This is an optimization exercise on Yosys and OpenROAD, whose aim is small area, not a production implementation.
Function was checked by simulation only, so behaviour that the tests miss may differ from the original.
Power figures rest on the tool's default switching activity, not on a simulated workload. No driver is modelled on the clock port, so clocking that relies on it looks cheaper here than on a real chip.

Setup of wip/yarrow:
==> flow/design.v (excerpt) <==
module ws2812_top(input clk, input reset, input spi_valid, input spi_data, output reg led);
For scale: ~2200 cells after synthesis, roughly 35000 um^2 of cells after synthesis.
Settings: LEC_CHECK=0, CAP_MARGIN=20, CORE_MARGIN=2, CORE_UTILIZATION=45, CTS_CLUSTER_DIAMETER=100, CTS_CLUSTER_SIZE=34, PLACE_DENSITY=0.6, SLEW_MARGIN=20; clock period 48.9 ns.
standard.sh (not shown) runs the stock make flow with config.mk's settings and CLKGATE_MAP_FILE= SYNTH_SCRIPT=/design/flow/synth_recipe.tcl, a recipe that flattens the netlist after the stock synthesis.
==> flow/flow/run.sh <==
#!/bin/bash
# The standard layout (standard.sh, all ORFS steps to finish) with one change:
# ABC maps the logic with an area-oriented script (flow/abc.script) in place
# of ORFS's abc_speed.script. Everything else, including the register mapping,
# is ORFS's own, from an unmodified copy of its scripts folder.
set -euo pipefail
here=$(pwd)
rm -rf "$here/scripts"
cp -r "$FLOW_HOME/scripts" "$here/scripts"
cp "$here/flow/abc.script" "$here/scripts/abc_speed.script"
bash standard.sh SCRIPTS_DIR="$here/scripts" finish > "$here/orfs_flow.log" 2>&1
==> flow/flow/abc.script <==
strash
dch
amap
topo
wip/yarrow finished every stage and its layout cleared the timing, design-rule and antenna checks.
#### Input delta (wip/harbor over wip/yarrow)
- swapping 34 for 30 in CTS_CLUSTER_SIZE
==> flow/run.sh (new file) <==
#!/bin/bash
# synth_recipe.tcl (not shown) runs the flow's synth.tcl, then flattens the netlist and writes it again
# the make line also repeats each setting of config.mk as NAME=value (left out here)
make -C /OpenROAD-flow-scripts/flow DESIGN_CONFIG=/design/flow/config.mk WORK_HOME=/design/flow/orfs CLKGATE_MAP_FILE= SYNTH_SCRIPT=/design/flow/synth_recipe.tcl finish
removed: flow/flow/run.sh
removed: flow/flow/abc.script
removed: flow/standard.sh
wip/harbor closes out successfully: all stages finished, all timing, DRC and antenna checks passed. Looking at wip/yarrow and wip/harbor, the global routing met2 resource utilization is a wash. Taking wip/yarrow as the reference, in wip/harbor area after synthesis increased by 1.5% relative to the old numbers; tapcell count increased by 10 relative to the old numbers; number of antenna violations at the first check in global routing increased by 3 relative to the old numbers. Compared to wip/yarrow, wip/harbor has data arrival time at the worst-slack endpoint 0.02 ns higher. Changes observed in wip/harbor relative to wip/yarrow: HPWL after detailed placement went up, final clock period utilization by the worst path did not really move.
Relative to wip/harbor, the following input files were edited for wip/indigo:
- CTS_CLUSTER_DIAMETER now 80, was 100
- CORE_UTILIZATION now 55, was 45
- PLACE_DENSITY now 0.7, was 0.6
- CTS_CLUSTER_SIZE now 36, was 30
==> flow/flow/run.sh (new file) <==
#!/bin/bash
# The standard layout (standard.sh, all ORFS steps to finish) with one change:
# ABC maps the logic with an area-oriented script (flow/abc.script) in place
# of ORFS's abc_speed.script. Everything else, including the register mapping,
# is ORFS's own, from an unmodified copy of its scripts folder.
set -euo pipefail
here=$(pwd)
rm -rf "$here/scripts"
cp -r "$FLOW_HOME/scripts" "$here/scripts"
cp "$here/flow/abc.script" "$here/scripts/abc_speed.script"
bash standard.sh SCRIPTS_DIR="$here/scripts" finish > "$here/orfs_flow.log" 2>&1
==> flow/flow/abc.script (new file) <==
strash
dch
amap
topo
==> flow/standard.sh (new file) <==
#!/bin/bash
# synth_recipe.tcl (not shown) runs the flow's synth.tcl, then flattens the netlist and writes it again
# the make line also repeats each setting of config.mk as NAME=value (left out here)
make -C /OpenROAD-flow-scripts/flow DESIGN_CONFIG=/design/flow/config.mk WORK_HOME=/design/flow/orfs CLKGATE_MAP_FILE= SYNTH_SCRIPT=/design/flow/synth_recipe.tcl "${@:-finish}"
removed: flow/run.sh
## What came out
- wip/indigo finished every step from synthesis to the final layout, and the layout passed the timing, design-rule and antenna checks.
- On longest individual stage delay on the worst path: wip/indigo sits below wip/harbor.
- From wip/harbor to wip/indigo the numbers moved as follows: sum of negative setup slack was more or less identical, multi-input combinational area share went down by 1.0 points, number of non-filler instances in the completed layout went down by 139.
Input-level comparison between wip/delta and wip/indigo:
- CORE_UTILIZATION: 55 -> 45
- CTS_CLUSTER_SIZE: 36 -> 30
- PLACE_DENSITY: 0.7 -> 0.6
- CTS_CLUSTER_DIAMETER: 80 -> 100
Results
Cmp wip/delta vs wip/indigo: proportion of total power due to net switching lower in wip/delta. The proportion of power drawn by the clock network reported for wip/delta is greater than that of wip/indigo by 1.1 points. Compared to wip/indigo, wip/delta has post-layout worst setup margin 0.42 ns higher.


## north
Another version of the RTL of ws2812_top (not shown whole).
Size: about 2000 cells after synthesis, about 1600 flip-flops, roughly 5 I/O pins.
Settings: LEC_CHECK=0, CAP_MARGIN=20, CORE_MARGIN=2, CORE_UTILIZATION=55, PLACE_DENSITY=0.7, SLEW_MARGIN=20; clock period 48.9 ns.
==> flow/flow/run.sh <==
#!/bin/bash
# The standard layout (standard.sh, all ORFS steps to finish) with two changes:
# - ABC maps the logic with an area-oriented script (flow/abc.script) in place
#   of ORFS's abc_speed.script. Everything else, including the register
#   mapping, is ORFS's own, from an unmodified copy of its scripts folder.
# - clock tree synthesis clusters at most 20 sinks within 60 um per
#   clkbuf_8 and inserts no dummy loads (CTS_ARGS replaces ORFS's defaults).
set -euo pipefail
here=$(pwd)
rm -rf "$here/scripts"
cp -r "$FLOW_HOME/scripts" "$here/scripts"
cp "$here/flow/abc.script" "$here/scripts/abc_speed.script"
cts="-sink_clustering_enable -repair_clock_nets -sink_clustering_size 21 -sink_clustering_max_diameter 80 -buf_list sky130_fd_sc_hd__clkbuf_8 -dont_use_dummy_load"
bash standard.sh SCRIPTS_DIR="$here/scripts" "CTS_ARGS=$cts" finish > "$here/orfs_flow.log" 2>&1
==> flow/flow/abc.script <==
strash
&get -n
&st
&syn3
&dch
&put
amap
topo
#### Input delta (south over north)
Settings: putting CTS_BUF_LIST at sky130_fd_sc_hd__clkbuf_8 where nothing was set; putting CTS_CLUSTER_SIZE at 20 where nothing was set; putting CTS_CLUSTER_DIAMETER at 60 where nothing was set.
==> flow/flow/run.sh <==
#!/bin/bash
# The standard layout (standard.sh, all ORFS steps to finish) with one change:
# ABC maps the logic with an area-oriented script (flow/abc.script) in place
# of ORFS's abc_speed.script. Everything else, including the register mapping,
# is ORFS's own, from an unmodified copy of its scripts folder.
set -euo pipefail
here=$(pwd)
rm -rf "$here/scripts"
cp -r "$FLOW_HOME/scripts" "$here/scripts"
cp "$here/flow/abc.script" "$here/scripts/abc_speed.script"
bash standard.sh SCRIPTS_DIR="$here/scripts" finish > "$here/orfs_flow.log" 2>&1
## What came out
The number of clock buffers inserted by TritonCTS in south sits 5 above the value recorded for north.
The power share of the combinational group was comparable across south and north.
Looking at number of diodes, south sits 2 above north.
Going from north to south, total track usage shows no meaningful change, wire length went up, proportion of cell area spent on the clock network went up, sum of met3 wire segment lengths after detailed routing lost about 1.8%, number of standard cells in the layout, taps in and fillers out now sits higher.
Sort south and north by fmax, descending, and south comes first.
## Diff of input files: east against south
Settings: CTS_CLUSTER_SIZE: 20 -> 21; CTS_BUF_LIST: sky130_fd_sc_hd__clkbuf_8 -> sky130_fd_sc_hd__clkbuf_8 sky130_fd_sc_hd__clkbuf_16.
The routing usage on met3 on east is in line with that on south.
NOTE: time the worst path needs with I/O delays and setup in east exceeds that of south
The clock share of power in east was higher than what south gave.
Compared with south, east shows a setup slack that is 0.066 ns lower.


Starting RTL as in the previous note.
==> flow/config.mk <==
export PLATFORM = sky130hd
export DESIGN_NAME = ws2812_top
export DESIGN_NICKNAME = ws2812_top
export VERILOG_FILES = /design/flow/design.v
export SDC_FILE = /design/flow/constraint.sdc
export NUM_CORES = 4
export LEC_CHECK = 0
export CAP_MARGIN = 20
export CORE_MARGIN = 2
export CORE_UTILIZATION = 55
export CTS_CLUSTER_DIAMETER = 80
export CTS_CLUSTER_SIZE = 35
export PLACE_DENSITY = 0.7
export SLEW_MARGIN = 20
==> flow/constraint.sdc <==
create_clock -name core_clock -period 48.9 [get_ports {clk}]
set_input_delay 9.7800 -clock core_clock [delete_from_list [all_inputs] [get_ports {clk}]]
set_output_delay 9.7800 -clock core_clock [all_outputs]
set_load 0.01 [all_outputs]
==> flow/flow/run.sh <==
#!/bin/bash
# The standard layout (standard.sh, all ORFS steps to finish) with one change:
# ABC maps the logic with an area-oriented script (flow/abc.script) in place
# of ORFS's abc_speed.script. Everything else, including the register mapping,
# is ORFS's own, from an unmodified copy of its scripts folder.
set -euo pipefail
here=$(pwd)
rm -rf "$here/scripts"
cp -r "$FLOW_HOME/scripts" "$here/scripts"
cp "$here/flow/abc.script" "$here/scripts/abc_speed.script"
bash standard.sh SCRIPTS_DIR="$here/scripts" finish > "$here/orfs_flow.log" 2>&1
Scripts as last shown in full above: flow/flow/abc.script
==> next run, changes <==
- CORE_UTILIZATION: 55 -> 60
- CTS_BUF_LIST: not set -> sky130_fd_sc_hd__clkbuf_8
- CTS_CLUSTER_DIAMETER: 80 -> 50
- CTS_CLUSTER_SIZE: 35 -> 18
- PLACE_DENSITY: 0.7 -> 0.75
The new run produced a clean layout.
Setup slack degrades by 0.38 ns.
Wire length grows by 2.2%.
Global-route usage grows by 1.6 points.
Cell count shrinks by 0.51%.
==> next run, changes <==
==> flow/flow/run.sh (replaced) <==
#!/bin/bash
# The standard layout (standard.sh, all ORFS steps to finish) with two changes:
# - ABC maps the logic with an area-oriented script (flow/abc.script) in place
#   of ORFS's abc_speed.script. Everything else, including the register
#   mapping, is ORFS's own, from an unmodified copy of its scripts folder.
# - clock tree synthesis clusters at most 20 sinks within 60 um per
#   clkbuf_8 and inserts no dummy loads (CTS_ARGS replaces ORFS's defaults).
set -euo pipefail
here=$(pwd)
rm -rf "$here/scripts"
cp -r "$FLOW_HOME/scripts" "$here/scripts"
cp "$here/flow/abc.script" "$here/scripts/abc_speed.script"
cts="-sink_clustering_enable -repair_clock_nets -sink_clustering_size 22 -sink_clustering_max_diameter 55 -buf_list sky130_fd_sc_hd__clkbuf_8 -dont_use_dummy_load"
bash standard.sh SCRIPTS_DIR="$here/scripts" "CTS_ARGS=$cts" finish > "$here/orfs_flow.log" 2>&1
- CORE_UTILIZATION: 60 -> 55
- CTS_BUF_LIST: sky130_fd_sc_hd__clkbuf_8 -> not set
- CTS_CLUSTER_DIAMETER: 50 -> not set
- CTS_CLUSTER_SIZE: 18 -> not set
- PLACE_DENSITY: 0.75 -> 0.7
Effect: The changed run finished clean. Setup slack improves by 0.38 ns. Total power falls by a few percent. Die area rises by a little under a tenth. Area after synthesis stays the same. Utilization falls by 6.2 points. Critical path depth rises by 2. Design area falls slightly. Global-route usage falls by 1.5 points. Wire length falls by a few percent.
==> next run, changes <==
==> flow/flow/run.sh (replaced) <==
#!/bin/bash
# The standard layout (standard.sh, all ORFS steps to finish) with one change:
# ABC maps the logic with an area-oriented script (flow/abc.script) in place
# of ORFS's abc_speed.script. Everything else, including the register mapping,
# is ORFS's own, from an unmodified copy of its scripts folder.
set -euo pipefail
here=$(pwd)
rm -rf "$here/scripts"
cp -r "$FLOW_HOME/scripts" "$here/scripts"
cp "$here/flow/abc.script" "$here/scripts/abc_speed.script"
bash standard.sh SCRIPTS_DIR="$here/scripts" finish > "$here/orfs_flow.log" 2>&1
- CTS_CLUSTER_DIAMETER: not set -> 80
- CTS_CLUSTER_SIZE: not set -> 32
Effect: Sequential power stays flat. Wire length hardly moves. Critical path depth stays the same. Clock skew went down by 0.040 ns. Core utilization rose by 0.56 points. Count of clock-buffer cells in the layout falls by 26. Sequential share of layout area decreases by 0.81 points. Setup slack is better by 0.019 ns. Die area does not change. Register-to-register slack loses 0.02 ns. First-iteration DRC count rises by 1.6%.


The RTL this note starts from:
==> flow/design.v <==
module ws2812_top(input clk, input reset, input spi_valid, input spi_data, output reg led);
	localparam D = 24;           
	localparam NL = 63;          
	localparam QD = 23;          
	reg [4:0] ph;
	always @(posedge clk)
		if (reset || ph == D-1) ph <= 0;
		else ph <= ph + 1'b1;
	reg [9:0] writeCount;
	reg spiFinished;
	reg pend;                    
	reg running;
	reg resCounting;
	wire swcond = ~running & ~resCounting & spiFinished & ~pend;
	wire accept = spi_valid & (~spiFinished | pend);
	wire wcLast = (writeCount == 10'd767);
	always @(posedge clk) begin
		if (reset) begin
			writeCount <= 0;
			spiFinished <= 0;
			pend <= 0;
		end else begin
			if (spi_valid) begin
				if (wcLast) begin
					if (pend) begin
						writeCount <= 1;
						spiFinished <= 0;
					end else
						spiFinished <= 1;
				end else begin
					writeCount <= writeCount + 1'b1;
					spiFinished <= 0;
				end
			end
			if (swcond)
				pend <= 1;
			else if (spi_valid & ~wcLast)
				pend <= 0;
		end
	end
	reg [QD-1:0] q;
	reg [4:0] qc;
	reg [4:0] cs;
	reg [5:0] cl;
	wire atc = (ph == cs);
	wire qne = (qc != 0);
	wire commit = atc & (qne | accept);
	wire shin = accept & ~(atc & ~qne);
	wire pop = atc & qne;
	wire cdata = qne ? q[qc-1'b1] : spi_data;
	always @(posedge clk)
		if (shin) q <= {q[QD-2:0], spi_data};
	always @(posedge clk) begin
		if (reset) begin
			qc <= 0;
			cs <= 0;
			cl <= 0;
		end else begin
			if (shin & ~pop) qc <= qc + 1'b1;
			else if (pop & ~shin) qc <= qc - 1'b1;
			if (commit) begin
				if (cs == D-1) begin
					cs <= 0;
					cl <= (cl == NL-1) ? 6'd0 : cl + 1'b1;
				end else
					cs <= cs + 1'b1;
			end
		end
	end
	reg [NL-1:0] ring [0:D-1];
	wire [NL-1:0] tap = ring[D-1];
	integer i;
	always @(posedge clk) begin
		for (i = D-1; i > 0; i = i - 1)
			ring[i] <= ring[i-1];
	end
	genvar g;
	generate for (g = 0; g < NL; g = g + 1) begin : lane
		always @(posedge clk)
			ring[0][g] <= (commit && cl == g) ? cdata : tap[g];
	end endgenerate
	reg [4:0] count;
	reg [4:0] rs;
	reg [5:0] rl;
	reg [4:0] rk;
	reg x;
	reg d;
	wire use8 = running & (count == 8);
	wire rwrap = use8 & (rs == D-1);
	wire lastBit = (rs == 0) & (rk == 0);
	wire gapCarry = resCounting & (count == 5'd31);
	wire finish = gapCarry & x & (rk == 5'd31);
	always @(posedge clk)
		if (ph == rs) d <= tap[rl];
	always @(posedge clk) begin
		if (reset) begin
			rs <= 0;
			rl <= 0;
		end else if (use8) begin
			if (rs == D-1) begin
				rs <= 0;
				rl <= (rl == NL-1) ? 6'd0 : rl + 1'b1;
			end else
				rs <= rs + 1'b1;
		end
	end
	always @(posedge clk) begin
		if (reset) begin
			rk <= 0;
			x <= 0;
		end else begin
			if (rwrap | gapCarry)
				rk <= rk + 1'b1;
			if (gapCarry & (rk == 5'd31))
				x <= ~x;
		end
	end
	always @(posedge clk) begin
		if (reset)
			count <= 0;
		else if (swcond)
			count <= 5'd31;
		else if (running & (count == 24))
			count <= 0;
		else if (running | resCounting)
			count <= count + 1'b1;
	end
	always @(posedge clk) begin
		if (reset) begin
			running <= 0;
			resCounting <= 0;
		end else begin
			if (swcond)
				running <= 1;
			else if (running) begin
				if (lastBit && count == 24) begin
					running <= 0;
					resCounting <= 1;
				end
			end else if (finish)
				resCounting <= 0;
		end
	end
	always @(posedge clk) begin
		if (reset || ~running)
			led <= 0;
		else if (count == 0)
			led <= 1;
		else if ((count == 8 && ~d) || count == 16)
			led <= 0;
	end
endmodule
==> flow/config.mk <==
export PLATFORM = sky130hd
export DESIGN_NAME = ws2812_top
export DESIGN_NICKNAME = ws2812_top
export VERILOG_FILES = /design/flow/design.v
export SDC_FILE = /design/flow/constraint.sdc
export NUM_CORES = 4
export LEC_CHECK = 0
export CAP_MARGIN = 20
export CORE_MARGIN = 2
export CORE_UTILIZATION = 60
export CTS_CLUSTER_DIAMETER = 70
export CTS_CLUSTER_SIZE = 36
export PLACE_DENSITY = 0.75
export SLEW_MARGIN = 20
==> flow/constraint.sdc <==
create_clock -name core_clock -period 48.9 [get_ports {clk}]
set_input_delay 9.7800 -clock core_clock [delete_from_list [all_inputs] [get_ports {clk}]]
set_output_delay 9.7800 -clock core_clock [all_outputs]
set_load 0.01 [all_outputs]
run.sh (not shown) runs the stock make flow with config.mk's settings and CLKGATE_MAP_FILE= SYNTH_SCRIPT=/design/flow/synth_recipe.tcl, a recipe that flattens the netlist after the stock synthesis.
Stock flow here: none of the scripts above is used.
The baseline produced a clean layout.
Change:
- CORE_UTILIZATION: 60 -> 45
- CTS_CLUSTER_DIAMETER: 70 -> 100
- CTS_CLUSTER_SIZE: 36 -> 30
- PLACE_DENSITY: 0.75 -> 0.6
Effect:
- The new run finished with timing, DRC and antenna clean
- power increases by 0.65%
- clock power increases by about 3%
- clock-buffer cell count increases by 8
- global-route usage decreases by 3.8 points
- via count increases by 0.58%
- maximum frequency increases by 0.31%

[afterwards: timing with drivers on the ports]
In the flow no input, the clock included, has a driving cell. The finished layouts below were timed again as built, in two steps.
Step 1 (the two cells are an assumption about what drives the block):
set clk [get_ports {clk}]
set_driving_cell -lib_cell sky130_fd_sc_hd__clkbuf_16 $clk
set_driving_cell -lib_cell sky130_fd_sc_hd__buf_2 [delete_from_list [all_inputs] $clk]
Step 2 also shifts input and output timing later by t, the mid clock arrival at the registers, as if the neighbouring blocks saw the same clock.
Three values: no drivers, after step 1, after step 2; two values: the first two.
run | shift t [ns] | setup slack, ns | hold WS [ns] | pins driven straight from the clock port
wip/yarrow | 0.700 | 36.522 / 36.560 / 35.860 | 0.307 / 0.307 / 0.307 | 1
wip/harbor | 0.726 | 36.536 / 36.576 / 35.850 | 0.304 / 0.304 / 0.304 | 1
wip/indigo | 0.699 | 36.079 / 36.115 / 35.416 | 0.322 / 0.322 / 0.322 | 1
wip/delta | 0.704 | 36.504 / 36.541 / 35.837 | 0.317 / 0.317 / 0.317 | 1
north | 0.703 | 36.174 / 36.200 / 35.497 | 0.257 / 0.257 / 0.257 | 1
south | 0.737 | 36.221 / 36.247 / 35.510 | 0.309 / 0.309 / 0.309 | 1
east | 0.698 | 36.154 / 36.186 / 35.488 | 0.307 / 0.307 / 0.307 | 1
the first run of note 3 | 0.700 | 36.184 / 36.216 / 35.517 | 0.284 / 0.284 / 0.284 | 1
the second run of note 3 | 0.760 | 35.801 / 35.831 / 35.071 | 0.300 / 0.300 / 0.300 | 1
the third run of note 3 | 0.701 | 36.180 / 36.207 / 35.506 | 0.255 / 0.255 / 0.255 | 1
the fourth run of note 3 | 0.701 | 36.200 / 36.230 / 35.529 | 0.305 / 0.305 / 0.305 | 1
the first run of note 4 | 0.693 | 36.646 / 36.684 / 35.991 | 0.327 / 0.327 / 0.327 | 1
the second run of note 4 | 0.703 | 36.684 / 36.723 / 36.020 | 0.323 / 0.323 / 0.323 | 1
After both steps setup and hold are still met in every run listed. The setup slack of the second run of note 3, which loses most, moves by +0.030 ns with the drivers and by -0.730 ns with both steps.
